Context: an optimization exercise on an open-source flow, tuned for small area. The choices shown serve that exercise and are no tape-out recipe. The RTL was checked by simulation tests, not by an equivalence proof against the original design. The flow treats the clock pin as an ideal source, which a real chip does not have. No activity file was given, so power comes from the tool's default toggle rates.

==> flow/design.v <==
`timescale 1ns / 1ns
module VendMachine(
    input wire clk, rst, btnU, btnL, btnR, btnD, btnC,
    input wire [3:1] sw,
    output reg [3:0] an,
    output reg [0:7] seg,
    output wire [15:0] led
    );
    localparam IDLE = 2'd0, COIN = 2'd1, VEND = 2'd2, REFUND = 2'd3;
    reg [6:0] c;
    always @(posedge clk)
        if (rst || c == 7'd99) c <= 0;
        else c <= c + 1'b1;
    wire tick1 = (c == 7'd0);
    wire tick2 = (c == 7'd0) || (c == 7'd50);
    reg [1:0] mod4;
    always @(posedge clk)
        if (rst) mod4 <= 0;
        else if (c[1:0] == 2'd1) mod4 <= mod4 + 1'b1;
    reg [3:0] b1;
    reg [2:0] e1, ev;
    wire [3:0] btn = {btnD, btnR, btnL, btnC};
    wire [3:0] rise = btn & ~b1;
    always @(posedge clk)
        if (rst) begin
            b1 <= 0; e1 <= 0; ev <= 0;
        end else begin
            b1 <= btn;
            e1 <= {rise[0], rise[1] ? 2'd1 : rise[2] ? 2'd2 : rise[3] ? 2'd3 : 2'd0};
            ev <= e1;
        end
    reg [1:0] st;
    reg k;               
    reg [3:0] timer;
    reg [4:0] r;         
    reg [4:0] M;         
    reg [1:0] P;         
    reg [2:0] swr;
    reg p;               
    wire [4:0] inc = (P == 2'd1) ? 5'd2 : (P == 2'd2) ? 5'd5 : (P == 2'd3) ? 5'd10 : 5'd0;
    wire [4:0] price = swr[0] ? 5'd3 : swr[1] ? 5'd7 : 5'd11;
    wire vend_end = (st == VEND) && tick1 && (r == 5'd1);
    wire [4:0] money = M + (vend_end ? -price : inc);
    wire ge3 = money[4] | money[3] | money[2] | (money[1] & money[0]);
    wire ge7 = money[4] | money[3] | (money[2] & money[1] & money[0]);
    wire ge11 = money[4] | (money[3] & (money[2] | (money[1] & money[0])));
    wire reached = swr[0] ? ge3 : swr[1] ? ge7 : ge11;
    wire t10 = timer[3] & timer[1];                  
    wire tlt2 = ~|timer[3:1];
    wire t2 = (timer == 4'd2);
    wire swany = |sw;
    reg [1:0] st_n;
    reg [3:0] timer_n;
    reg [4:0] r_n, M_n;
    reg [1:0] P_n;
    reg p_n;
    always @(*) begin
        st_n = st; timer_n = timer; r_n = 5'd21; M_n = money; P_n = 0; p_n = p;
        case (st)
            IDLE: begin
                M_n = 0;
                p_n = p ^ (tick2 | swany);
                if (swany) st_n = COIN;
            end
            COIN: begin
                p_n = ~p;
                if (reached) begin
                    st_n = VEND; timer_n = 0;
                end else if (ev[2]) begin
                    st_n = REFUND; timer_n = 0;
                end else if (ev[1:0] != 0) begin
                    P_n = ev[1:0]; timer_n = 0;
                end
                if (tick1 && !t10) timer_n = timer + 1'b1;
                if (t10) begin
                    st_n = REFUND; timer_n = 0;
                end
            end
            VEND: begin
                r_n = tick1 ? r - 1'b1 : r;
                if (vend_end) st_n = REFUND;
            end
            REFUND: begin
                r_n = r;
                p_n = 0;
                if (tick1 && tlt2) timer_n = timer + 1'b1;
                if (t2 && !swany) st_n = IDLE;
            end
        endcase
    end
    always @(posedge clk)
        if (rst) begin
            st <= IDLE; k <= 0; timer <= 0; r <= 5'd21; M <= 0; P <= 0; p <= 0;
        end else begin
            st <= st_n; k <= (st_n != st); timer <= timer_n; r <= r_n; M <= M_n; P <= P_n; p <= p_n;
        end
    always @(posedge clk) if (st == IDLE) swr <= sw;
    wire L = (st == COIN) || (st == VEND && k) || (st == REFUND && r != 0);
    wire full = (st == IDLE) || (st == COIN && k);
    wire [2:0] base = {3{p}} & (full ? 3'b111 : swr);
    wire vr = (st == VEND) || (st == REFUND);
    wire bl = (r == 5'd21) ? p : (r == 5'd19);
    wire [2:0] sel = swr[0] ? 3'b001 : swr[1] ? 3'b010 : 3'b100;
    wire [2:0] sv = {3{vr}} & sel;
    wire [2:0] l3 = (sv & {3{bl}}) | (~sv & base);
    assign led = {{12{L}}, l3, L};
    reg dash, cnt, usr;
    always @(*) begin
        dash = 0; cnt = 0; usr = 0;
        case (st)
            IDLE:   begin dash = k; cnt = ~k; end
            COIN:   cnt = k;
            VEND:   begin cnt = (r != 5'd21); usr = cnt; end
            REFUND: if (k && r == 0) begin cnt = 1; usr = 1; end
                    else dash = ~k;
        endcase
    end
    wire [4:0] v = usr ? r : M;
    reg [1:0] tens;
    reg [3:0] ones;
    always @(*) begin
        case (v)
            5'd10: {tens, ones} = cnt ? {2'd0, 4'd1} : {2'd1, 4'd0};
            5'd11: {tens, ones} = {2'd1, 4'd1};
            5'd12: {tens, ones} = {2'd1, 4'd2};
            5'd13: {tens, ones} = {2'd1, 4'd3};
            5'd14: {tens, ones} = {2'd1, 4'd4};
            5'd15: {tens, ones} = {2'd1, 4'd5};
            5'd16: {tens, ones} = {2'd1, 4'd6};
            5'd17: {tens, ones} = {2'd1, 4'd7};
            5'd18: {tens, ones} = {2'd1, 4'd8};
            5'd19: {tens, ones} = {2'd1, 4'd9};
            5'd20: {tens, ones} = {2'd2, 4'd0};
            default: {tens, ones} = {2'd0, v[3:0]};
        endcase
    end
    reg [3:0] dig;
    always @(*) begin
        case (mod4)
            2'd3: begin an = 4'b0111; dig = dash ? 4'hA : 4'hF; end
            2'd2: begin an = 4'b1011; dig = (tens == 0 && !cnt) ? 4'hF : {2'b00, tens}; end
            2'd1: begin an = 4'b1101; dig = ones; end
            default: begin an = 4'b1110; dig = 4'h0; end
        endcase
        case (dig)
            4'd0: seg = 8'b0000_0011;
            4'd1: seg = 8'b1001_1111;
            4'd2: seg = 8'b0010_0101;
            4'd3: seg = 8'b0000_1101;
            4'd4: seg = 8'b1001_1001;
            4'd5: seg = 8'b0100_1001;
            4'd6: seg = 8'b0100_0001;
            4'd7: seg = 8'b0001_1111;
            4'd8: seg = 8'b0000_0001;
            4'd9: seg = 8'b0000_1001;
            4'hA: seg = 8'b1111_1101;
            default: seg = 8'b1111_1111;
        endcase
        if (mod4 == 2'd1) seg[7] = 1'b0;
    end
endmodule
==> flow/flow/run.sh <==
#!/bin/bash
# Standard ORFS layout (the standard.sh) with:
#  - synthesis: the standard flow's script, ABC area mapping with flow/area.script,
#    no adder-cell extraction;
#  - yosys/abc buffers removed at floorplan;
#  - port buffers of the smallest buffer cell.
set -euo pipefail
W=$(pwd)
export FLOW_SYNTH_TCL=$W/synth_recipe.tcl
export MY_ABC=$W/flow/area.script
bash standard.sh finish SYNTH_SCRIPT=$W/flow/synth_wrap.tcl ADDER_MAP_FILE= REMOVE_ABC_BUFFERS=1 \
  'BUFFER_PORTS_ARGS=-buffer_cell sky130_fd_sc_hd__buf_1' > make_finish.log 2>&1
==> flow/flow/area.script <==
strash
dch -f
amap
mfs2 -a -e -L 50 -W 6 -M 1000
strash
dch -f
amap
mfs2 -a -e -L 50 -W 6 -M 1000
strash
dch -f
amap
mfs2 -a -e -L 50 -W 6 -M 1000
strash
dch -f
amap
mfs2 -a -e -L 50 -W 6 -M 1000
strash
dch -f
amap
mfs2 -a -e -L 50 -W 6 -M 1000
strash
dch -f
amap
topo
dnsize -c
==> flow/flow/synth_wrap.tcl <==
# Runs the standard flow's synthesis script unchanged, except that the ABC area script
# used for technology mapping is replaced by flow/area.script (several rounds
# of choice-based area mapping with don't-care resubstitution). Only the
# combinational mapping changes; registers come out as in the standard run.
proc abc {args} {
  set i [lsearch -exact $args -script]
  if {$i >= 0 && [string match *abc_area* [lindex $args [expr {$i + 1}]]]} {
    lset args [expr {$i + 1}] $::env(MY_ABC)
  }
  yosys abc {*}$args
}
source $::env(FLOW_SYNTH_TCL)
==> flow/standard.sh <==
#!/bin/bash
# synth_recipe.tcl (not shown) runs the flow's synth.tcl, then flattens the netlist and writes it again
# the make line also repeats each setting of config.mk as NAME=value (left out here)
make -C /OpenROAD-flow-scripts/flow DESIGN_CONFIG=/design/flow/config.mk WORK_HOME=/design/flow/orfs CLKGATE_MAP_FILE= SYNTH_SCRIPT=/design/flow/synth_recipe.tcl "${@:-finish}"
==> flow/config.mk <==
export PLATFORM = sky130hd
export DESIGN_NAME = VendMachine
export DESIGN_NICKNAME = VendMachine
export VERILOG_FILES = /design/flow/design.v
export SDC_FILE = /design/flow/constraint.sdc
export NUM_CORES = 4
export LEC_CHECK = 0
export ABC_AREA = 1
export CAP_MARGIN = 20
export CORE_MARGIN = 2
export CORE_UTILIZATION = 40
export CTS_BUF_LIST = sky130_fd_sc_hd__clkbuf_2 sky130_fd_sc_hd__clkbuf_4 sky130_fd_sc_hd__clkbuf_8
export SLEW_MARGIN = 20
==> flow/constraint.sdc <==
create_clock -name core_clock -period 20.0 [get_ports {clk}]
set_input_delay 4.0000 -clock core_clock [delete_from_list [all_inputs] [get_ports {clk}]]
set_output_delay 4.0000 -clock core_clock [all_outputs]
set_load 0.01 [all_outputs]
==> out/results.tsv, run 1 <==
metric	value	unit
critical path required time	16000	ps
Hold-fix buffers, CTS	0	
Routed WL per cell	10.9	um
share of layout cells above drive strength 1	2.35	%
outcome	finished clean	
Port Buffers	36	
final period demand of the worst path	8220	ps
root buf cell	clkbuf_8	
Syn Inst Count	310	
total CTS buffers	5	
RD Place Congestion	0.839	
Initial Utilization	42.2	%
Largest delay share family, worst path	compound AO/OA/AOI/OAI gates	
Die Span Y	77.9	um
CTS Sinks	42	
max frequency	0.122	GHz
critical path cell sequence	clkinv_1 -> nor4_1 -> nor2_1 -> a21oi_1 -> clkinv_1 -> o22ai_1 -> nand2_1 -> nor4_1 -> a21oi_1 -> o21ai_0 -> o21ai_0 -> nor2_1 -> clkinv_1 -> nand2_1 -> o21ai_0 -> o21ai_0 -> buf_1	
Crit Path Class	reg2out	
post-synth cell types	30	
nets	349	
top layer in use	met4	
FF+latch count, synth	42	
leakage power	0.786	nW
DR iter-0 viols	98	
Post-Route Setup TNS	0	ps
Max-Cap Viols	0	
Final Non-Filler Cells	410	
Slew @ Worst Pin	763	ps
unrepaired setup endpoints after global routing	false	
Peak VDD IR	0.0518	mV
vias per cell	5.04	
Rows	26	
DR WL met2	2.10	mm
Avg Inst Size Synth	7.04	sq um
initial antenna violation count	0	
CP Max Fanout	6	
clock skew	8.44	ps
worst-case clock buffer depth	2	
Pwr Density	70.0	nW/um^2
drt pass-1 iters	4	
CTS tree	done	
largest net degree at the start of global routing	17	
met3 wire length	146	um
Die ar.	6070	sq um
Ys Warns	1	
Synth area leader	dfxtp_1	
WP buf/inv	4	
die width	77.9	um
CP arrival	4220	ps
sequential fraction of the synthesis area	39.9	%
post-route clock period utilization	41.1	%
most common cell in the synthesized netlist	nor2_1	
Remaining DRCs	0	
final HPWL from detailed placement	3.52	mm
setup bufs post-CTS	0	
CP startpoint kind	register	
cts repair resizes	0	
Area Growth Syn to Fin	9.86	%
DR vias	2068	
Slew HR	49.1	%
Post-Route WL	4.47	mm
EDFF count, synth	3	
IO Pins	38	
Total GRT Usage	16.0	%
Placed Cells	402	
Antenna diodes	0	
slowest stage delay, CP	490	ps
wl on met1	2.19	mm
vias in the first global route	1882	
Worst path slowest cell	nor4_1	
total core area	5170	sq um
Setup-failing EPs final	0	
first-pass GRT wire length	8.00	mm
top cells by count, synth	nor2_1 (73), clkinv_1 (43), dfxtp_1 (39)	
Area contributors post-synth	dfxtp_1 (36%), nor2_1 (13%), clkinv_1 (7.4%)	
H-tree Lvls	2	
FFs w/ async S/R, synth	0	%
Filler Cell Count	545	
grt ovf	0	
Routed Antenna Nets	0	
CP endpoint kind	primary output	
Clk Latency, worst-skew pair	300	ps
Hold Fails Final Rpt	0	
Max Slew Vio Count	0	
post-synth top area share	35.8	%
Hold WC Path Type	reg2reg	
clock slew at reported path FFs	90	ps
Mapped Area	2180	sq um
most used cell, CP	o21ai_0	
Main synth FF type	dfxtp_1	
sequential cells by signal, summed over array words and instances, names as in the netlist:
register,count
M,5
st,2
swr,3
p,1
mod4,2
ev,3
r,5
P,2
e1,3
b1,4
timer,4
k,1
c,7
final cells by class:
type                       instances  area, sq um  share of cell area [%]
clock buffer                       5         68.8                    2.87
clock inverter                     3         25.0                    1.04
inverter                          43          161                    6.73
multi-input combinational        211         1050                    43.8
sequential                        42          871                    36.3
tap                               70         87.6                    3.65
timing repair buffer              36          135                    5.63
logic make-up (layout without fill, tap and decap cells):
family	count (synthesis)	in the layout	synth area share [%]
buffers and inverters	57	87	12.0
DFF	42	42	39.9
and+or+nand+nor	141	141	28.6
AOI/OAI and AO/OA	70	70	19.5
layout by cell type (no fill, tap or decap):
cell type   netlist  layout
nor2_1           73      73
clkinv_1         43      43
dfxtp_1          39      39
buf_1             1      36
nand2_1          26      26
o21ai_0          23      23
a21oi_1          14      14
o22ai_1          14      14
nor3_1            9       9
nor2b_1           9       9
or2_0             8       8
a211oi_1          7       7
nor4_1            5       5
clkbuf_8          0       5
or3_1             4       4
edfxtp_1          3       3
o211ai_1          2       2
a221oi_1          2       2
nand3_1           2       2
o32ai_1           2       2
nand4_1           2       2
a32oi_1           1       1
o21a_1            1       1
nor4b_1           1       1
a31oi_1           1       1
and3_1            1       1
o221ai_1          1       1
nor3b_1           1       1
o31a_1            1       1
a221o_1           1       1
clkinvlp_4        0       1
clkinv_4          0       1
inv_6             0       1
layer usage:
layer / track usage (%) / vias up
met4: 5.00 / 0
met1: 20.4 / 923
met5: 0 / -
met2: 27.3 / 39
met3: 2.91 / 3
li1: - / 1103
where the power goes:
| part | switching [W] | internal [W] | total (W) |
|---|---|---|---|
| clock | 0.0000323 | 0.0000252 | 0.0000575 |
| sequential | 0.00000254 | 0.0000879 | 0.0000904 |
| combinational | 0.0000131 | 0.00000691 | 0.0000200 |
| total | 0.0000479 | 0.000120 | 0.000168 |
path summary, 6_finish.rpt:
| kind | start | endpoint | slack [ps] | depth (start not counted) |
|---|---|---|---|---|
| max | r[2] | seg[5] | 11780 | 17 |
| min | b1[0] | e1[2] | 380 | 1 |
| max reg2reg | st[1] | timer[3] | 15020 | 24 |
| min reg2reg | b1[0] | e1[2] | 380 | 1 |
stage by stage:
stage / hold slack (ps) / power, W / area (sq um) / setup slack (ps) / util [%]
floorplan: 373 / 0.000105 / 2080 / 12600 / -
global placement: 376 / 0.000112 / 2300 / 12090 / 44.6
detailed placement: 381 / 0.000113 / 2300 / 12140 / 44.6
CTS: 384 / 0.000170 / 2400 / 11790 / 46.4
global route: 419 / 0.000176 / 2400 / 11090 / 46.4
finish: 383 / 0.000168 / 2400 / 11780 / 46.4
==> inputs of run 2 (changes only) <==
--- a/flow/design.v
+++ b/flow/design.v
@@ -6,7 +6,7 @@
     output reg [0:7] seg,
     output wire [15:0] led
     );
-    localparam IDLE = 2'd0, COIN = 2'd1, VEND = 2'd2, REFUND = 2'd3;
+    localparam IDLE = 2'd2, COIN = 2'd3, VEND = 2'd0, REFUND = 2'd1;
     reg [6:0] c;
     always @(posedge clk)
         if (rst || c == 7'd99) c <= 0;
==> flow/flow/area.script (replaced) <==
strash
dch -f
amap
mfs2 -e -L 20 -W 4
strash
dch -f
amap
mfs2 -e -L 20 -W 4
strash
dch -f
amap
mfs2 -e -L 20 -W 4
strash
dch -f
amap
mfs2 -e -L 20 -W 4
strash
dch -f
amap
mfs2 -e -L 20 -W 4
strash
dch -f
amap
topo
dnsize -c
--- a/flow/config.mk
+++ b/flow/config.mk
@@ -9,5 +9,4 @@
 export CAP_MARGIN = 20
 export CORE_MARGIN = 2
 export CORE_UTILIZATION = 40
-export CTS_BUF_LIST = sky130_fd_sc_hd__clkbuf_2 sky130_fd_sc_hd__clkbuf_4 sky130_fd_sc_hd__clkbuf_8
 export SLEW_MARGIN = 20
==> out/results.tsv, run 2 <==
metric	value	unit
root buf cell	clkbuf_8	
Rows	26	
cts repair resizes	0	
final period demand of the worst path	8650	ps
total CTS buffers	5	
leakage power	0.821	nW
post-route clock period utilization	43.3	%
Flop pwr share	50.7	%
CP endpoint kind	primary output	
post-synth cell types	34	
Slew @ Worst Pin	723	ps
Sw Share	32.1	%
Placed Area	2300	sq um
critical path required time	16000	ps
FF+latch count, synth	42	
Avg Inst Size Synth	7.22	sq um
unrepaired setup endpoints after global routing	false	
first-pass GRT wire length	7.69	mm
Clock power frac	28.0	%
EDFF count, synth	3	
top cells by count, synth	nor2_1 (65), clkinv_1 (41), dfxtp_1 (39)	
Crit Path Class	reg2out	
commonest non-fill, non-tap cell in the layout	nor2_1	
vias per cell	5.03	
Ys Warns	1	
largest registers	c: 7 flops, M: 5 flops, r: 5 flops	
grt ovf	0	
post-synth top area share	36.0	%
Peak VDD IR	0.0491	mV
Post-Route Setup TNS	0	ps
power after layout	0.000189	W
die width	77.6	um
CP startpoint kind	register	
FFs w/ async S/R, synth	0	%
Remaining DRCs	0	
setup bufs post-CTS	0	
initial antenna violation count	0	
final core utilization	46.0	%
sequential fraction of the synthesis area	40.2	%
Area contributors post-synth	dfxtp_1 (36%), nor2_1 (11%), clkinv_1 (7.1%)	
max frequency	0.116	GHz
CTS tree	done	
clock slew at reported path FFs	80	ps
CTS Sinks	42	
Routed WL per cell	11.1	um
Syn Inst Count	300	
IO Pins	38	
most frequent cells in the layout	nor2_1 (65), clkinv_1 (41), dfxtp_1 (39)	
Max-Cap Viols	0	
Routed Antenna Nets	0	
Post-Route WL	4.45	mm
largest net degree at the start of global routing	18	
Antenna diodes	0	
Max Slew Vio Count	0	
Total GRT Usage	15.7	%
final instance area	2380	sq um
Main synth FF type	dfxtp_1	
Slew HR	51.4	%
Setup-failing EPs final	0	
CP arrival	4650	ps
worst-case clock buffer depth	2	
Hold-fix buffers, CTS	0	
DR vias	2019	
Internal	0.000128	W
final HPWL from detailed placement	3.47	mm
Hold Fails Final Rpt	0	
share of layout cells above drive strength 1	2.42	%
H-tree Lvls	2	
RD Place Congestion	0.817	
Area Growth Syn to Fin	9.76	%
Hold WC Path Type	reg2reg	
Synth area leader	dfxtp_1	
total core area	5170	sq um
Clk Latency, worst-skew pair	290	ps
Initial Utilization	41.9	%
Mapped Area	2170	sq um
Comb pwr share	21.3	%
Most flops, register	c	
Die Span Y	77.6	um
Pwr Density	79.3	nW/um^2
outcome	finished clean	
vias in the first global route	1779	
Filler Cell Count	526	
Largest register FFs	7	
CP Max Fanout	6	
drt pass-1 iters	4	
Port Buffers	36	
nets	340	
Die ar.	6020	sq um
clock skew	13.3	ps
net switching power	0.0000605	W
DR iter-0 viols	102	
most common cell in the synthesized netlist	nor2_1	
-- run 2: changes by cell type in the layout (fill, tap and decap cells not counted), sizes merged, moves of 3 or more --
| cell | previous run | this run |
|---|---|---|
| o31ai | 0 | 3 |
| or2 | 8 | 12 |
| o22ai | 14 | 10 |
| nor2b | 9 | 5 |
| nor2 | 73 | 65 |
| a211oi | 7 | 4 |
| o21ai | 23 | 20 |
| nand2 | 26 | 23 |
-- run 2: through the flow --
stage,cells,setup WS (ps),hold slack [ps]
final,401,11350,389
after global routing,401,10780,399
after CTS,401,11470,393
after detailed placement,393,11830,381
after global placement,393,11840,379
after floorplan,286,12260,373
-- run 2: routing by layer --
| layer | global-route usage [%] | vias up | routed length, um |
|---|---|---|---|
| li1 | - | 1077 | - |
| met1 | 20.8 | 884 | 2230 |
| met2 | 24.7 | 54 | 1970 |
| met3 | 3.49 | 4 | 211 |
| met4 | 6.07 | 0 | 40 |
| met5 | 0 | - | 0 |
-- run 2: worst max-delay path, stage by stage (launching register included) --
cell and delay [ps]:
dfxtp_1 340, clkinv_1 130, or2_0 270, nor4_1 360, nor2_1 90, a21oi_1 380, clkinv_1 270, o22ai_1 220
clkinv_1 130, or2_0 280, o22ai_1 210, clkinv_1 130, nand2_1 110, o31ai_1 100, nand2_1 80, nor3_1 50
a31oi_1 160, o21ai_0 210, nor2_1 290, nor2_1 80, a21oi_1 180, or2_0 130, buf_1 150
-- run 2: cell families after synthesis --
logic type      count (synthesis)  share of synthesized area (%)
flops                          42                           40.2
compound gates                 70                           20.3
buf+inv                        55                           11.8
simple gates                  133                           27.7
-- run 2: power groups by stage --
stage | Sequential [W] | Clock (W) | Combinational [W]
after floorplan | 0.0000960 | 0 | 0.0000279
after global routing | 0.0000966 | 0.0000577 | 0.0000463
final | 0.0000957 | 0.0000528 | 0.0000401
after detailed placement | 0.0000976 | 0 | 0.0000402
after CTS | 0.0000956 | 0.0000544 | 0.0000403
after global placement | 0.0000975 | 0 | 0.0000399
-- run 2: worst paths after layout --
| kind | endpoint | start | depth (start not counted) | slack [ps] |
|---|---|---|---|---|
| setup reg to reg | timer[0] | c[2] | 21 | 14940 |
| setup / recovery | seg[4] | r[0] | 22 | 11350 |
| hold / removal | e1[2] | b1[0] | 1 | 390 |
| hold reg to reg | e1[2] | b1[0] | 1 | 390 |
-- run 2: final cells by class --
cell class	instances	area [sq um]	area share, %
multi-input combinational	203	1040	43.8
sequential	42	871	36.6
inverter	41	154	6.47
timing repair buffer	37	143	6.00
tap	70	87.6	3.68
clock buffer	6	72.6	3.05
clock inverter	2	10.0	0.421
==> inputs of run 3 (changes only) <==
--- a/flow/flow/area.script
+++ b/flow/flow/area.script
@@ -19,7 +19,9 @@
 amap
 mfs2 -e -L 20 -W 4
 strash
+strash
 dch -f
 amap
+mfs3 -a -e
 topo
 dnsize -c
==> out/results.tsv, run 3 <==
metric	value	unit
Largest delay share family, worst path	simple AND/OR/NAND/NOR gates	
Slew @ Worst Pin	765	ps
root buf cell	clkbuf_8	
Internal	0.000151	W
Setup-failing EPs final	0	
most common cell in the synthesized netlist	nor2_1	
Comb pwr share	17.8	%
Largest register FFs	7	
share of layout cells above drive strength 1	2.85	%
H-tree Lvls	2	
total core area	5140	sq um
Rows	26	
Die Span Y	77.4	um
post-synth top area share	36.3	%
Hold-fix buffers, CTS	0	
setup bufs post-CTS	0	
Syn Inst Count	285	
critical path cell sequence	clkinv_1 -> or2_0 -> nor4_1 -> nor2_1 -> a21oi_1 -> clkinv_1 -> o22ai_1 -> clkinv_1 -> o22ai_1 -> nand2b_1 -> o31ai_1 -> nand2_1 -> nor3_1 -> a31oi_1 -> o21ai_0 -> nor2_1 -> nor2_1 -> a21oi_1 -> or2_0 -> buf_1	
DR vias	1926	
leakage power	0.827	nW
vias in the first global route	1616	
grt ovf	0	
Most Used Layer, Global Route	met2	
WP buf/inv	4	
Post-Route Setup TNS	0	ps
slowest stage delay, CP	400	ps
Pwr Density	86.9	nW/um^2
Die ar.	5990	sq um
CP endpoint kind	primary output	
Mapped Area	2150	sq um
FF+latch count, synth	42	
Placed Cells	378	
Hold EP	e1[2]	
Slew HR	48.5	%
GR Layer Usage met2	23.4	%
initial antenna violation count	0	
Reg2Reg Setup Slack	15220	ps
clock skew	4.59	ps
Hold Fails Final Rpt	0	
post-synth cell types	37	
final HPWL from detailed placement	3.27	mm
Main synth FF type	dfxtp_1	
power after layout	0.000210	W
CP Max Fanout	6	
worst-case clock buffer depth	2	
RR Endpoint	timer[3]	
worst setup margin	11540	ps
commonest non-fill, non-tap cell in the layout	nor2_1	
Most flops, register	c	
most frequent cells in the layout	nor2_1 (51), dfxtp_1 (39), buf_1 (36)	
Reg2Reg Depth	23	
CTS tree	done	
top cells by count, synth	nor2_1 (51), dfxtp_1 (39), clkinv_1 (27)	
Total GRT Usage	15.1	%
largest net degree at the start of global routing	21	
DP Worst Slack	11900	ps
clock slew at reported path FFs	80	ps
Peak VDD IR	0.0506	mV
sequential fraction of the synthesis area	40.4	%
Min-Delay Startpoint	b1[0]	
vias per cell	4.99	
net switching power	0.0000590	W
Hold Crit Depth	1	
Initial Utilization	41.9	%
EDFF count, synth	3	
Flop pwr share	45.2	%
Worst path slowest cell	nor4_1	
Clk Latency, worst-skew pair	290	ps
met3 Use GR	3.49	%
Post-Route WL	4.30	mm
unrepaired setup endpoints after global routing	false	
Sw Share	28.1	%
Synth area leader	dfxtp_1	
CP arrival	4460	ps
Crit Path Class	reg2out	
RD Place Congestion	0.800	
CTS Sinks	42	
Max-Cap Viols	0	
Max Slew Vio Count	0	
outcome	finished clean	
grt met1 use	20.8	%
Clock power frac	37.0	%
final period demand of the worst path	8460	ps
critical path required time	16000	ps
IO Pins	38	
drt pass-1 iters	4	
Avg Inst Size Synth	7.56	sq um
Area contributors post-synth	dfxtp_1 (36%), nor2_1 (8.9%), o21ai_0 (4.9%)	
Routed Antenna Nets	0	
cts repair resizes	0	
largest registers	c: 7 flops, M: 5 flops, r: 5 flops	
post-route clock period utilization	42.3	%
first-pass GRT wire length	7.28	mm
CP startpoint kind	register	
Ys Warns	1	
nets	325	
Port Buffers	36	
Antenna diodes	0	
Area Growth Syn to Fin	12.4	%
total CTS buffers	5	
FFs w/ async S/R, synth	0	%
Remaining DRCs	0	
die width	77.4	um
max frequency	0.118	GHz
r2r startpoint	c[2]	
DR iter-0 viols	69	
Routed WL per cell	11.1	um
Hold WC Path Type	reg2reg	
Final Non-Filler Cells	386	
-- run 3: cell count changes after synthesis, moves of 2 or more --
cell      delta
nand2b_1     +5
nor2_1      -14
o22ai_1      -2
nor2b_1     +10
nor3_1       -3
nand4_1      -2
clkinv_1    -14
and2_0       +3
-- run 3: through the flow --
stage	utilization [%]	instance area, sq um	hold slack [ps]
final	47.1	2420	389
after global routing	47.1	2420	412
after CTS	47.1	2420	392
after detailed placement	44.4	2280	380
after global placement	44.4	2280	376
after floorplan	-	2050	371
-- run 3: worst max-delay path by stage --
stage,to,start,cells past startpoint
detailed placement,seg[4],r[0],20
global placement,seg[3],r[0],20
floorplan,seg[3],r[0],19
CTS,seg[3],r[0],20
global route,seg[3],r[0],20
finish,seg[3],r[0],20
-- run 3: power by group through the flow --
| stage | combinational, W | clock (W) | sequential (W) |
|---|---|---|---|
| final | 0.0000374 | 0.0000778 | 0.0000951 |
| after global placement | 0.0000375 | 0 | 0.0000971 |
| after CTS | 0.0000377 | 0.0000790 | 0.0000951 |
| after detailed placement | 0.0000375 | 0 | 0.0000970 |
| after floorplan | 0.0000257 | 0 | 0.0000956 |
| after global routing | 0.0000420 | 0.0000836 | 0.0000961 |
-- run 3: cells by family (layout without fill, tap and decap cells) --
logic type | after synthesis | count (layout) | synth area share [%]
and+or+nand+nor | 131 | 131 | 29.2
DFF | 42 | 42 | 40.4
AOI/OAI and AO/OA | 71 | 71 | 20.9
buffers and inverters | 41 | 72 | 9.41
-- run 3: cell type report --
class,count,area [sq um]
clock inverter,1,30.0
timing repair buffer,37,143
inverter,27,101
sequential,42,871
tap,70,87.6
fill,550,2720
clock buffer,7,108
multi-input combinational,202,1080
-- run 3: layer usage --
| metal | part of all wire, % | routed length (um) |
|---|---|---|
| met1 | 51 | 2170 |
| met3 | 4.0 | 171 |
| met4 | 1.2 | 51 |
| met2 | 44 | 1900 |
| met5 | 0 | 0 |
==> inputs of run 4 (changes only) <==
==> flow/flow/run.sh (replaced) <==
#!/bin/bash
# Standard ORFS layout (the standard.sh) with:
#  - synthesis: the standard flow's script, with ABC area mapping done by flow/area.script
#    (rounds of choice-based area mapping and don't-care optimisation), and
#    no adder-cell extraction; if ABC fails on that script, the synthesis is
#    rerun with flow/area_fallback.script;
#  - yosys/abc buffers removed at floorplan;
#  - port buffers of the smallest buffer cell;
#  - clock tree synthesis as standard, without dummy balancing loads.
# Each step's full output goes to a log file in this folder.
set -euo pipefail
W=$(pwd)
export FLOW_SYNTH_TCL=$W/synth_recipe.tcl
KNOBS=(SYNTH_SCRIPT=$W/flow/synth_wrap.tcl ADDER_MAP_FILE= REMOVE_ABC_BUFFERS=1
       'BUFFER_PORTS_ARGS=-buffer_cell sky130_fd_sc_hd__buf_1'
       'CTS_ARGS=-sink_clustering_enable -repair_clock_nets -dont_use_dummy_load')
export MY_ABC=$W/flow/area.script
if ! bash standard.sh synth "${KNOBS[@]}" > make_synth.log 2>&1; then
  rm -rf orfs
  export MY_ABC=$W/flow/area_fallback.script
  bash standard.sh synth "${KNOBS[@]}" > make_synth_fallback.log 2>&1
fi
bash standard.sh finish "${KNOBS[@]}" > make_finish.log 2>&1
==> flow/flow/area.script (replaced) <==
bogus_command
==> flow/flow/area_fallback.script (new file) <==
strash
dch -f
amap
mfs2 -e -L 20 -W 4
strash
dch -f
amap
mfs2 -e -L 20 -W 4
strash
dch -f
amap
mfs2 -e -L 20 -W 4
strash
dch -f
amap
mfs2 -e -L 20 -W 4
strash
dch -f
amap
mfs2 -e -L 20 -W 4
strash
dch -f
amap
topo
dnsize -c
==> out/results.tsv, run 4 <==
metric	value	unit
Post-Route Setup TNS	0	ps
met3 Use GR	3.49	%
die width	77.6	um
Ys Warns	1	
most used cell, CP	clkinv_1	
CP Max Fanout	6	
CP endpoint kind	primary output	
grt ovf	0	
critical path required time	16000	ps
drt pass-1 iters	4	
Post-Route WL	4.43	mm
Sequential Area	871	sq um
largest net degree at the start of global routing	18	
Routed WL per cell	11.1	um
FF+latch count, synth	42	
CP arrival	4640	ps
CP startpoint	r[0]	
Worst path slowest cell	a21oi_1	
CP startpoint kind	register	
most common cell in the synthesized netlist	nor2_1	
Min-Delay Startpoint	b1[0]	
sequential fraction of the synthesis area	40.2	%
Mapped Area	2170	sq um
setup bufs post-CTS	0	
Area contributors post-synth	dfxtp_1 (36%), nor2_1 (11%), clkinv_1 (7.1%)	
r2r startpoint	c[2]	
Die Span Y	77.6	um
Rows	26	
Most flops, register	c	
slowest stage delay, CP	380	ps
IO Pins	38	
Remaining DRCs	0	
root buf cell	clkbuf_8	
critical path cell sequence	clkinv_1 -> or2_0 -> nor4_1 -> nor2_1 -> a21oi_1 -> clkinv_1 -> o22ai_1 -> clkinv_1 -> or2_0 -> o22ai_1 -> clkinv_1 -> nand2_1 -> o31ai_1 -> nand2_1 -> nor3_1 -> a31oi_1 -> o21ai_0 -> nor2_1 -> nor2_1 -> a21oi_1 -> or2_0 -> buf_1	
Syn Inst Count	300	
Peak VDD IR	0.0436	mV
Crit Path Class	reg2out	
Slew HR	52.0	%
max frequency	0.116	GHz
Pwr Density	78.0	nW/um^2
largest registers	c: 7 flops, M: 5 flops, r: 5 flops	
vias per cell	5.05	
FFs w/ async S/R, synth	0	%
Hold-fix buffers, CTS	0	
H-tree Lvls	2	
Largest register FFs	7	
post-synth cell types	34	
total core area	5170	sq um
Hold WC Path Type	reg2reg	
Main synth FF type	dfxtp_1	
Hold Fails Final Rpt	0	
nets	340	
RD Place Congestion	0.817	
power after layout	0.000184	W
post-synth top area share	36.0	%
clock skew	15.8	ps
Avg Inst Size Synth	7.22	sq um
Setup-failing EPs final	0	
Placed Area	2300	sq um
most frequent cells in the layout	nor2_1 (65), clkinv_1 (41), dfxtp_1 (39)	
first-pass GRT wire length	7.65	mm
Synth area leader	dfxtp_1	
initial antenna violation count	0	
Antenna diodes	0	
Max Slew Vio Count	0	
total CTS buffers	5	
unrepaired setup endpoints after global routing	false	
worst-case clock buffer depth	2	
CTS Sinks	42	
area of the multi-input gates	1040	sq um
Port Buffers	36	
grt met1 use	20.9	%
post-route clock period utilization	43.2	%
commonest non-fill, non-tap cell in the layout	nor2_1	
clock slew at reported path FFs	80	ps
final HPWL from detailed placement	3.47	mm
Most Used Layer, Global Route	met2	
final period demand of the worst path	8640	ps
cts repair resizes	0	
vias in the first global route	1762	
Total GRT Usage	15.6	%
Area Growth Syn to Fin	9.12	%
CTS tree	done	
DR iter-0 viols	125	
outcome	finished clean	
Routed Antenna Nets	0	
share of layout cells above drive strength 1	1.83	%
final core utilization	45.7	%
Clk Latency, worst-skew pair	290	ps
leakage power	0.812	nW
GR Layer Usage met2	24.3	%
Max-Cap Viols	0	
top cells by count, synth	nor2_1 (65), clkinv_1 (41), dfxtp_1 (39)	
Initial Utilization	41.9	%
Slew @ Worst Pin	713	ps
final instance area	2360	sq um
DR vias	2011	
Filler Cell Count	526	
EDFF count, synth	3	
hold slack	389	ps
Die ar.	6020	sq um
==> run 4: layout make-up <==
class | instances | share of cell area, %
tap | 70 | 3.70
sequential | 42 | 36.8
timing repair buffer | 37 | 6.03
inverter | 41 | 6.51
clock buffer | 5 | 2.91
multi-input combinational | 203 | 44.0
==> run 4: worst max-delay path, delay by kind of cell (launching register included) <==
kind                   cells  cell delay, ps
and+or+nand+nor           10            1740
buffers and inverters      5             820
AOI/OAI and AO/OA          7            1450
DFF                        1             330
==> run 4: stage by stage <==
stage                     instances  worst slack (ps)
after global placement          393             11840
after CTS                       398             11480
after detailed placement        393             11830
after global routing            398             10790
after floorplan                 286             12260
final                           398             11360
==> run 4: layer usage <==
metal  share of wire, %  up-vias
met5                  0        -
met1                 51      883
met3                4.1        4
li1                   -     1077
met2                 44       47
met4               0.90        0
==> run 4: report_power, final <==
group | internal (W) | switching [W]
clock | 0.0000225 | 0.0000260
sequential | 0.0000903 | 0.00000549
combinational | 0.0000137 | 0.0000265
==> run 4: cell families after synthesis <==
group                  synth area share (%)
AO/OA/AOI/OAI                          20.3
buffers and inverters                  11.8
flip-flops                             40.2
AND/OR/NAND/NOR                        27.7
==> run 4: final timing paths <==
check,endpoint,slack (ps),cells after the start
hold reg to reg,e1[2],390,1
hold / removal,e1[2],390,1
setup / recovery,seg[4],11360,22
setup reg to reg,timer[0],14950,21
==> inputs of run 5 (changes only) <==
==> flow/flow/area.script (replaced) <==
strash
dch -f
amap
mfs2 -e -L 20 -W 4
strash
dch -f
amap
mfs2 -e -L 20 -W 4
strash
dch -f
amap
mfs2 -e -L 20 -W 4
strash
dch -f
amap
mfs2 -e -L 20 -W 4
strash
dch -f
amap
mfs2 -e -L 20 -W 4
strash
strash
dch -f
amap
mfs3 -a -e
topo
dnsize -c
==> out/results.tsv, run 5 <==
metric	value	unit
Worst path slowest cell	nor4_1	
post-route clock period utilization	42.3	%
Rows	26	
final core utilization	45.7	%
Placed Cells	378	
Sequential Area	871	sq um
Mapped Area	2150	sq um
CP startpoint kind	register	
DP Worst Slack	11900	ps
Largest register FFs	7	
Area contributors post-synth	dfxtp_1 (36%), nor2_1 (8.9%), o21ai_0 (4.9%)	
critical path required time	16000	ps
Hold Fails Final Rpt	0	
unrepaired setup endpoints after global routing	false	
Sw Share	30.6	%
Post-Route Setup TNS	0	ps
Filler Cell Count	556	
EDFF count, synth	3	
CP Max Fanout	6	
Flop pwr share	52.6	%
commonest non-fill, non-tap cell in the layout	nor2_1	
vias per cell	5.04	
DR iter-0 viols	68	
sequential fraction of the synthesis area	40.4	%
IO Pins	38	
grt ovf	0	
Avg Inst Size Synth	7.56	sq um
post-synth cell types	37	
setup bufs post-CTS	0	
most frequent cells in the layout	nor2_1 (51), dfxtp_1 (39), buf_1 (36)	
Main synth FF type	dfxtp_1	
drt pass-1 iters	4	
total core area	5140	sq um
Crit Path Class	reg2out	
post-synth top area share	36.3	%
CTS Sinks	42	
Routed WL per cell	11.2	um
H-tree Lvls	2	
Ys Warns	1	
die width	77.4	um
DR vias	1929	
Area Growth Syn to Fin	9.18	%
slowest stage delay, CP	400	ps
clock slew at reported path FFs	80	ps
Hold-fix buffers, CTS	0	
CP arrival	4470	ps
CTS tree	done	
WP buf/inv	4	
Internal	0.000126	W
Comb pwr share	20.7	%
leakage power	0.794	nW
Hold WC Path Type	reg2reg	
Final Non-Filler Cells	383	
Clk Latency, worst-skew pair	290	ps
Total GRT Usage	15.0	%
Antenna diodes	0	
final HPWL from detailed placement	3.27	mm
Port Buffers	36	
Pwr Density	77.0	nW/um^2
Syn Inst Count	285	
max frequency	0.118	GHz
Max Slew Vio Count	0	
Die ar.	5990	sq um
share of layout cells above drive strength 1	1.92	%
root buf cell	clkbuf_8	
RD Place Congestion	0.800	
net switching power	0.0000554	W
largest net degree at the start of global routing	21	
Largest delay share family, worst path	simple AND/OR/NAND/NOR gates	
Initial Utilization	41.9	%
most common cell in the synthesized netlist	nor2_1	
Post-Route WL	4.30	mm
Clock power frac	26.7	%
FF+latch count, synth	42	
Remaining DRCs	0	
Setup-failing EPs final	0	
clock skew	9.10	ps
area of the multi-input gates	1080	sq um
Synth area leader	dfxtp_1	
worst-case clock buffer depth	2	
initial antenna violation count	0	
worst setup margin	11530	ps
top cells by count, synth	nor2_1 (51), dfxtp_1 (39), clkinv_1 (27)	
total CTS buffers	5	
Routed Antenna Nets	0	
final period demand of the worst path	8470	ps
vias in the first global route	1611	
Slew HR	48.3	%
first-pass GRT wire length	7.26	mm
Peak VDD IR	0.0385	mV
Max-Cap Viols	0	
FFs w/ async S/R, synth	0	%
critical path cell sequence	clkinv_1 -> or2_0 -> nor4_1 -> nor2_1 -> a21oi_1 -> clkinv_1 -> o22ai_1 -> clkinv_1 -> o22ai_1 -> nand2b_1 -> o31ai_1 -> nand2_1 -> nor3_1 -> a31oi_1 -> o21ai_0 -> nor2_1 -> nor2_1 -> a21oi_1 -> or2_0 -> buf_1	
Most flops, register	c	
Slew @ Worst Pin	768	ps
largest registers	c: 7 flops, M: 5 flops, r: 5 flops	
power after layout	0.000181	W
Die Span Y	77.4	um
nets	325	
outcome	finished clean	
CP endpoint kind	primary output	
cts repair resizes	0	
-- run 5: changes by cell type after synthesis, moves of 2 or more --
cell	change
clkinv_1	-14
nor2_1	-14
nor2b_1	+10
nand2b_1	+5
and2_0	+3
nor3_1	-3
nand4_1	-2
o22ai_1	-2
-- run 5: final timing paths --
kind	from	end	slack [ps]	depth (start not counted)
worst max register to register	c[2]	timer[3]	15230	23
worst max-delay path	r[0]	seg[3]	11530	20
worst min register to register	b1[0]	e1[2]	390	1
worst min-delay path	b1[0]	e1[2]	390	1
-- run 5: stage by stage --
step / hold WS, ps / instance area [sq um]
6_report: 388 / 2350
3_5_place_dp: 380 / 2280
4_1_cts: 392 / 2350
2_1_floorplan: 371 / 2050
5_1_grt: 412 / 2350
3_3_place_gp: 376 / 2280
-- run 5: power by group through the flow --
stage               Clock [W]  Combinational (W)  Sequential (W)
floorplan                   0          0.0000257       0.0000956
global placement            0          0.0000375       0.0000971
detailed placement          0          0.0000375       0.0000970
CTS                 0.0000498          0.0000377       0.0000951
global route        0.0000540          0.0000420       0.0000961
finish              0.0000483          0.0000375       0.0000952
-- run 5: cells by family (layout without fill, tap and decap cells) --
kind of cell    count (synthesis)  in the layout  synth area share, %
buf+inv                        41             69                 9.41
flops                          42             42                 40.4
simple gates                  131            131                 29.2
compound gates                 71             71                 20.9
-- run 5: area by class of cell --
type,count,area share (%)
timing repair buffer,37,6.07
tap,70,3.73
inverter,27,4.31
multi-input combinational,202,45.9
sequential,42,37.0
clock buffer,5,2.93
-- run 5: metal layers --
layer  GRT usage (%)  vias up  share of wire [%]
met3            3.49        6                4.0
met4            4.82        0                1.2
met5               0        -                  0
met1            20.7      840                 51
li1                -     1045                  -
met2            23.3       38                 44
-- run 5: worst register-to-register path, cell delays in order, from the launching register on --
cell and delay [ps]:
dfxtp_1 320, or2_0 240, nor2_1 130, nand2_1 180
nor4_1 630, clkinv_1 310, o21ai_0 220, clkinv_1 150
o22ai_1 210, nand2_1 130, nor2_1 120, nor2_1 70
o21ai_0 300, o32ai_1 140, a21oi_1 140, nand2_1 110
or3_1 380, nor2_1 200, a41oi_1 190, nand2_1 150
nor2_1 70, and2_0 170, nor2_1 90, nor2_1 40
==> inputs of run 6 (changes only) <==
--- a/flow/flow/run.sh
+++ b/flow/flow/run.sh
@@ -6,14 +6,16 @@
 #    rerun with flow/area_fallback.script;
 #  - yosys/abc buffers removed at floorplan;
 #  - port buffers of the smallest buffer cell;
-#  - clock tree synthesis as standard, without dummy balancing loads.
+#  - clock tree synthesis as standard, without dummy balancing loads, and
+#    the smallest clock buffer at the root (flow/post_cts.tcl).
 # Each step's full output goes to a log file in this folder.
 set -euo pipefail
 W=$(pwd)
 export FLOW_SYNTH_TCL=$W/synth_recipe.tcl
 KNOBS=(SYNTH_SCRIPT=$W/flow/synth_wrap.tcl ADDER_MAP_FILE= REMOVE_ABC_BUFFERS=1
        'BUFFER_PORTS_ARGS=-buffer_cell sky130_fd_sc_hd__buf_1'
-       'CTS_ARGS=-sink_clustering_enable -repair_clock_nets -dont_use_dummy_load')
+       'CTS_ARGS=-sink_clustering_enable -repair_clock_nets -dont_use_dummy_load'
+       POST_CTS_TCL=$W/flow/post_cts.tcl)
 export MY_ABC=$W/flow/area.script
 if ! bash standard.sh synth "${KNOBS[@]}" > make_synth.log 2>&1; then
   rm -rf orfs
==> flow/flow/post_cts.tcl (new file) <==
# After clock tree synthesis: the root clock buffer only drives the few leaf
# clock buffers, so give it the smallest clock buffer cell. The leaf buffers
# that drive the flip-flops are left as clock tree synthesis sized them.
foreach inst [get_cells clkbuf_0_*] {
  replace_cell $inst sky130_fd_sc_hd__clkbuf_1
}
estimate_parasitics -placement
report_clock_skew
==> out/results.tsv, run 6 <==
metric	value	unit
sequential fraction of the synthesis area	40.4	%
IO Pins	38	
Slew @ Worst Pin	757	ps
Peak VDD IR	0.0382	mV
post-synth top area share	36.3	%
CP Max Fanout	6	
Placed Area	2280	sq um
Post-Route WL	4.27	mm
clock skew	9.92	ps
Initial Utilization	41.9	%
max frequency	0.115	GHz
r2r startpoint	c[2]	
Slew HR	49.0	%
DP Worst Slack	11900	ps
total core area	5140	sq um
Hold Fails Final Rpt	0	
Syn Inst Count	285	
Post-Route Setup TNS	0	ps
Routed WL per cell	11.2	um
Remaining DRCs	0	
Pwr Density	75.4	nW/um^2
die width	77.4	um
Largest register FFs	7	
Max-Cap Viols	0	
Die Span Y	77.4	um
Area Growth Syn to Fin	8.72	%
worst setup margin	11310	ps
Hold WC Path Type	reg2reg	
Synth area leader	dfxtp_1	
critical path required time	16000	ps
Setup-failing EPs final	0	
CP startpoint kind	register	
final instance area	2340	sq um
EDFF count, synth	3	
leakage power	0.788	nW
Hold Crit Depth	1	
Die ar.	5990	sq um
Total GRT Usage	15.0	%
Min-Delay Startpoint	b1[0]	
first-pass GRT wire length	7.27	mm
most common cell in the synthesized netlist	nor2_1	
CP endpoint kind	primary output	
vias in the first global route	1610	
commonest non-fill, non-tap cell in the layout	nor2_1	
Crit Path Class	reg2out	
CP arrival	4690	ps
Sw Share	31.2	%
Clock power frac	24.9	%
largest registers	c: 7 flops, M: 5 flops, r: 5 flops	
FFs w/ async S/R, synth	0	%
Area contributors post-synth	dfxtp_1 (36%), nor2_1 (8.9%), o21ai_0 (4.9%)	
Main synth FF type	dfxtp_1	
Antenna diodes	0	
outcome	finished clean	
final HPWL from detailed placement	3.27	mm
Hold EP	e1[2]	
Filler Cell Count	557	
initial antenna violation count	0	
grt ovf	0	
FF+latch count, synth	42	
share of layout cells above drive strength 1	1.60	%
net switching power	0.0000551	W
Reg2Reg Setup Slack	15260	ps
Rows	26	
Flop pwr share	53.9	%
RR Endpoint	timer[3]	
largest net degree at the start of global routing	21	
Internal	0.000121	W
drt pass-1 iters	4	
final period demand of the worst path	8690	ps
unrepaired setup endpoints after global routing	false	
Clk Latency, worst-skew pair	520	ps
Max Slew Vio Count	0	
Port Buffers	36	
vias per cell	5.03	
Mapped Area	2150	sq um
Reg2Reg Depth	23	
CTS tree	done	
DR iter-0 viols	68	
Most flops, register	c	
CTS Sinks	42	
nets	325	
Ys Warns	1	
clock slew at reported path FFs	80	ps
RD Place Congestion	0.800	
DR vias	1926	
most frequent cells in the layout	nor2_1 (51), dfxtp_1 (39), buf_1 (36)	
Avg Inst Size Synth	7.56	sq um
post-synth cell types	37	
post-route clock period utilization	43.4	%
top cells by count, synth	nor2_1 (51), dfxtp_1 (39), clkinv_1 (27)	
Comb pwr share	21.2	%
Routed Antenna Nets	0	
run 6: cell counts after synthesis:
Identical to the previous run, type by type.
run 6: worst max path at each step:
stage,end,depth (start not counted),startpoint,slack (ps)
2_1_floorplan,seg[3],19,r[0],12410
6_report,seg[3],20,r[0],11310
5_1_grt,seg[3],20,r[0],10650
3_3_place_gp,seg[3],20,r[0],11910
3_5_place_dp,seg[4],20,r[0],11900
run 6: logic make-up (layout without fill, tap and decap cells):
group | after synthesis | count (layout) | synth area share (%)
buffers and inverters | 41 | 69 | 9.41
AOI/OAI and AO/OA | 71 | 71 | 20.9
DFF | 42 | 42 | 40.4
and+or+nand+nor | 131 | 131 | 29.2
run 6: layout make-up:
type                       instances  area, sq um  share of cell area, %
multi-input combinational        202         1080                   46.1
sequential                        42          871                   37.2
timing repair buffer              37          143                   6.09
inverter                          27          101                   4.33
tap                               70         87.6                   3.74
clock buffer                       5         58.8                   2.51
run 6: critical path, stage by stage (launching register included):
cell,delay (ps)
dfxtp_1,340
clkinv_1,150
or2_0,280
nor4_1,400
nor2_1,90
a21oi_1,390
clkinv_1,270
o22ai_1,250
clkinv_1,170
o22ai_1,260
nand2b_1,180
o31ai_1,90
nand2_1,80
nor3_1,50
a31oi_1,150
o21ai_0,190
nor2_1,260
nor2_1,80
a21oi_1,200
or2_0,130
buf_1,150
run 6: per-layer routing:
metal	GRT usage, %	routed length [um]	vias to the layer above	part of all wire, %
met5	0	0	-	0
met3	3.49	192	7	4.5
met4	4.82	62	0	1.5
li1	-	-	1043	-
met1	20.7	2130	834	50
met2	23.3	1880	42	44
run 6: metrics by stage:
stage,hold WS [ps],util (%),std cells,total power (W)
global route,412,45.5,383,0.000188
floorplan,371,-,271,0.000121
finish,389,45.5,383,0.000177
detailed placement,380,44.4,378,0.000134
global placement,376,44.4,378,0.000135
run 6: power by group through the flow:
| stage | logic [W] | clock network (W) | registers, W |
|---|---|---|---|
| final | 0.0000374 | 0.0000441 | 0.0000951 |
| after global routing | 0.0000420 | 0.0000498 | 0.0000961 |
| after detailed placement | 0.0000375 | 0 | 0.0000970 |
| after global placement | 0.0000375 | 0 | 0.0000971 |
| after floorplan | 0.0000257 | 0 | 0.0000956 |
==> inputs of run 7 (changes only) <==
--- a/flow/design.v
+++ b/flow/design.v
@@ -6,7 +6,7 @@
     output reg [0:7] seg,
     output wire [15:0] led
     );
-    localparam IDLE = 2'd2, COIN = 2'd3, VEND = 2'd0, REFUND = 2'd1;
+    localparam IDLE = 2'd0, COIN = 2'd1, VEND = 2'd2, REFUND = 2'd3;
     reg [6:0] c;
     always @(posedge clk)
         if (rst || c == 7'd99) c <= 0;
@@ -16,7 +16,7 @@
     reg [1:0] mod4;
     always @(posedge clk)
         if (rst) mod4 <= 0;
-        else if (c[1:0] == 2'd1) mod4 <= mod4 + 1'b1;
+        else if (c[1:0] == 2'd1) mod4 <= {mod4[0], ~mod4[1]};
     reg [3:0] b1;
     reg [2:0] e1, ev;
     wire [3:0] btn = {btnD, btnR, btnL, btnC};
@@ -137,9 +137,9 @@
     reg [3:0] dig;
     always @(*) begin
         case (mod4)
-            2'd3: begin an = 4'b0111; dig = dash ? 4'hA : 4'hF; end
-            2'd2: begin an = 4'b1011; dig = (tens == 0 && !cnt) ? 4'hF : {2'b00, tens}; end
-            2'd1: begin an = 4'b1101; dig = ones; end
+            2'b10: begin an = 4'b0111; dig = dash ? 4'hA : 4'hF; end
+            2'b11: begin an = 4'b1011; dig = (tens == 0 && !cnt) ? 4'hF : {2'b00, tens}; end
+            2'b01: begin an = 4'b1101; dig = ones; end
             default: begin an = 4'b1110; dig = 4'h0; end
         endcase
         case (dig)
==> flow/run.sh (new file) <==
#!/bin/bash
# synth_recipe.tcl (not shown) runs the flow's synth.tcl, then flattens the netlist and writes it again
# the make line also repeats each setting of config.mk as NAME=value (left out here)
make -C /OpenROAD-flow-scripts/flow DESIGN_CONFIG=/design/flow/config.mk WORK_HOME=/design/flow/orfs CLKGATE_MAP_FILE= SYNTH_SCRIPT=/design/flow/synth_recipe.tcl finish
--- a/flow/config.mk
+++ b/flow/config.mk
@@ -5,7 +5,6 @@
 export SDC_FILE = /design/flow/constraint.sdc
 export NUM_CORES = 4
 export LEC_CHECK = 0
-export ABC_AREA = 1
 export CAP_MARGIN = 20
 export CORE_MARGIN = 2
 export CORE_UTILIZATION = 40
removed: flow/flow/run.sh
removed: flow/flow/area.script
removed: flow/flow/area_fallback.script
removed: flow/flow/post_cts.tcl
removed: flow/flow/synth_wrap.tcl
removed: flow/standard.sh
==> out/results.tsv, run 7 <==
metric	value	unit
post-synth cell types	61	
Largest register FFs	7	
XOR/XNOR Fraction of Synth Area	3.88	%
Placed Cells	471	
CP startpoint kind	register	
CP arrival	3940	ps
Initial Utilization	40.9	%
Die ar.	8050	sq um
RD Place Congestion	0.878	
IO Pins	38	
FFs w/ async S/R, synth	0	%
Mapped Area	2940	sq um
Area Growth Syn to Fin	15.6	%
Worst path slowest cell	clkdlybuf4s50_1	
EDFF count, synth	3	
hold slack	384	ps
CP startpoint	r[1]	
Crit Path Class	reg2out	
Clk Latency, worst-skew pair	290	ps
worst-case clock buffer depth	2	
Remaining DRCs	0	
Reg2Reg Setup Slack	15870	ps
FF+latch count, synth	42	
Post-Route WL	6.08	mm
largest registers	c: 7 flops, M: 5 flops, r: 5 flops	
die width	89.7	um
Hold WC Path Type	reg2reg	
Post-Route Setup TNS	0	ps
Synth Area in Adders	9.20	%
Total GRT Usage	15.1	%
Max-Cap Viols	0	
Rows	31	
Slew HR	40.1	%
slowest stage delay, CP	550	ps
DR vias	2481	
Port Buffers	36	
Critical Path Sink	seg[2]	
Routed Antenna Nets	0	
Die Span Y	89.7	um
critical path required time	16000	ps
r2r startpoint	st[1]	
first-pass GRT wire length	10.4	mm
grt ovf	0	
Setup-failing EPs final	0	
Routed WL per cell	12.7	um
clock slew at reported path FFs	80	ps
post-synthesis compound-gate area fraction	19.9	%
Max Slew Vio Count	0	
Hold Fails Final Rpt	0	
largest family of logic cells by synthesized area	simple AND/OR/NAND/NOR gates	
top cells by count, synth	nor2_1 (40), dfxtp_1 (39), inv_1 (23), nand2_1 (23)	
H-tree Lvls	2	
post-synth top area share	26.6	%
Avg Inst Size Synth	8.18	sq um
final period demand of the worst path	7940	ps
root buf cell	clkbuf_8	
Slew @ Worst Pin	894	ps
area of the multi-input gates	1830	sq um
post-route clock period utilization	39.7	%
unrepaired setup endpoints after global routing	false	
CTS tree	done	
RR Endpoint	timer[2]	
most common cell in the synthesized netlist	nor2_1	
Hold-fix buffers, CTS	0	
max frequency	0.126	GHz
leakage power	1.30	nW
clock skew	7.93	ps
vias in the first global route	2238	
vias per cell	5.18	
CTS Sinks	42	
critical path cell sequence	inv_1 -> ha_1 -> nor4b_4 -> o22ai_2 -> a21oi_2 -> a21boi_0 -> o311ai_0 -> a21o_1 -> ha_1 -> or3b_2 -> a21oi_1 -> clkdlybuf4s50_1	
Simple-Gate Fraction of Synth Area	26.7	%
Syn Inst Count	359	
Peak VDD IR	0.0537	mV
most used cell, CP	ha_1	
final HPWL from detailed placement	4.64	mm
sequential fraction of the synthesis area	29.6	%
share of layout cells above drive strength 1	6.84	%
Final Non-Filler Cells	479	
initial antenna violation count	0	
cts repair resizes	0	
outcome	finished clean	
Ys Warns	1	
CP Max Fanout	9	
total core area	7180	sq um
commonest non-fill, non-tap cell in the layout	nor2_1	
largest net degree at the start of global routing	25	
Sequential Area	871	sq um
Area contributors post-synth	dfxtp_1 (27%), ha_1 (8.5%), nor2_1 (5.1%)	
Pwr Density	58.6	nW/um^2
mux contribution to synthesized area	2.73	%
Main synth FF type	dfxtp_1	
most frequent cells in the layout	nor2_1 (40), dfxtp_1 (39), clkdlybuf4s50_1 (36)	
Synth area leader	dfxtp_1	
Antenna diodes	0	
DR iter-0 viols	112	
total CTS buffers	5	
CP endpoint kind	primary output	
drt pass-1 iters	4	
Most flops, register	c	
nets	410	
setup bufs post-CTS	0	
Reg2Reg Depth	13	
Filler Cell Count	699	
-- run 7: how the worst min path moves through the flow --
stage / start / end / slack (ps) / cells after the start
floorplan: b1[0] / e1[2] / 370 / 1
CTS: b1[0] / e1[2] / 380 / 1
global route: b1[0] / e1[2] / 400 / 1
global placement: b1[0] / e1[2] / 370 / 1
finish: b1[0] / e1[2] / 380 / 1
detailed placement: b1[0] / e1[2] / 370 / 1
-- run 7: final cells by class --
class                   count  share of cell area [%]
well taps                  99                    3.65
repair buffers             37                    10.8
multi-input cells         269                    53.9
flip-flops and latches     42                    25.6
inverters                  24                    2.65
clock buffers               5                    2.03
clock inverters             3                    1.29
-- run 7: kinds of logic after synthesis --
group	Yosys count
AND/OR/NAND/NOR	142
AO/OA/AOI/OAI	85
buffers and inverters	48
flip-flops	42
adder cells (fa/ha/maj)	21
XOR/XNOR	13
multiplexers	8
-- run 7: layer usage --
layer  global-route usage [%]  wire length [um]  up-vias
met1                     21.0              3060     1145
met4                     3.33                32        0
li1                         -                 -     1295
met5                        0                 0        -
met2                     24.6              2810       39
met3                     2.68               179        2
-- run 7: metrics by stage --
step	worst slack [ps]	util (%)	instance area, sq um	total power [W]
after floorplan	13190	-	2940	0.000120
after global placement	12410	45.8	3280	0.000133
after detailed placement	12390	45.8	3280	0.000133
after CTS	12050	47.3	3400	0.000202
after global routing	11830	47.3	3400	0.000208
final	12060	47.3	3400	0.000199
-- run 7: worst max-delay path, delay by kind of cell (launching register included) --
family | cells | cell delay [ps]
buffers and inverters | 2 | 750
flip-flops | 1 | 400
AO/OA/AOI/OAI | 6 | 1420
AND/OR/NAND/NOR | 2 | 740
adder cells (fa/ha/maj) | 2 | 350
-- run 7: power breakdown --
group | total, W | internal [W] | switching (W)
Sequential | 0.0000921 | 0.0000881 | 0.00000407
Clock | 0.0000682 | 0.0000374 | 0.0000307
Combinational | 0.0000389 | 0.0000195 | 0.0000194

## afterwards: timing with drivers on the ports
No port has a modelled driver above. Below, the same layouts with a new extraction and two added sets of constraints.
Step 1 assumes that a clkbuf_16 drives the clock port and a buf_2 every other input.
Step 2, shift: input delay + t, output delay - t, t = (earliest + latest rising clock arrival at the registers) / 2. This alone moves slack from input paths to output paths.
Slacks: no drivers / after step 1 / after step 2; pairs: no drivers / after step 1.
run	shift t [ns]	slack for setup (ns)	worst register clock-pin slew, ns	worst slew at a driven data input, ns	cell pins on the clock port's net
run 1	0.320	11.777 / 11.753 / 12.072	0.09 / 0.09	0.03	1
run 2	0.317	11.348 / 11.319 / 11.635	0.09 / 0.09	0.03	1
run 3	0.319	11.537 / 11.511 / 11.830	0.08 / 0.08	0.03	1
run 4	0.310	11.359 / 11.330 / 11.640	0.08 / 0.08	0.03	1
run 5	0.310	11.533 / 11.506 / 11.816	0.08 / 0.08	0.03	1
run 6	0.534	11.313 / 11.290 / 11.824	0.08 / 0.08	0.03	1
run 7	0.318	12.059 / 12.030 / 12.347	0.09 / 0.09	0.03	1
After both steps every run listed still meets setup and hold.
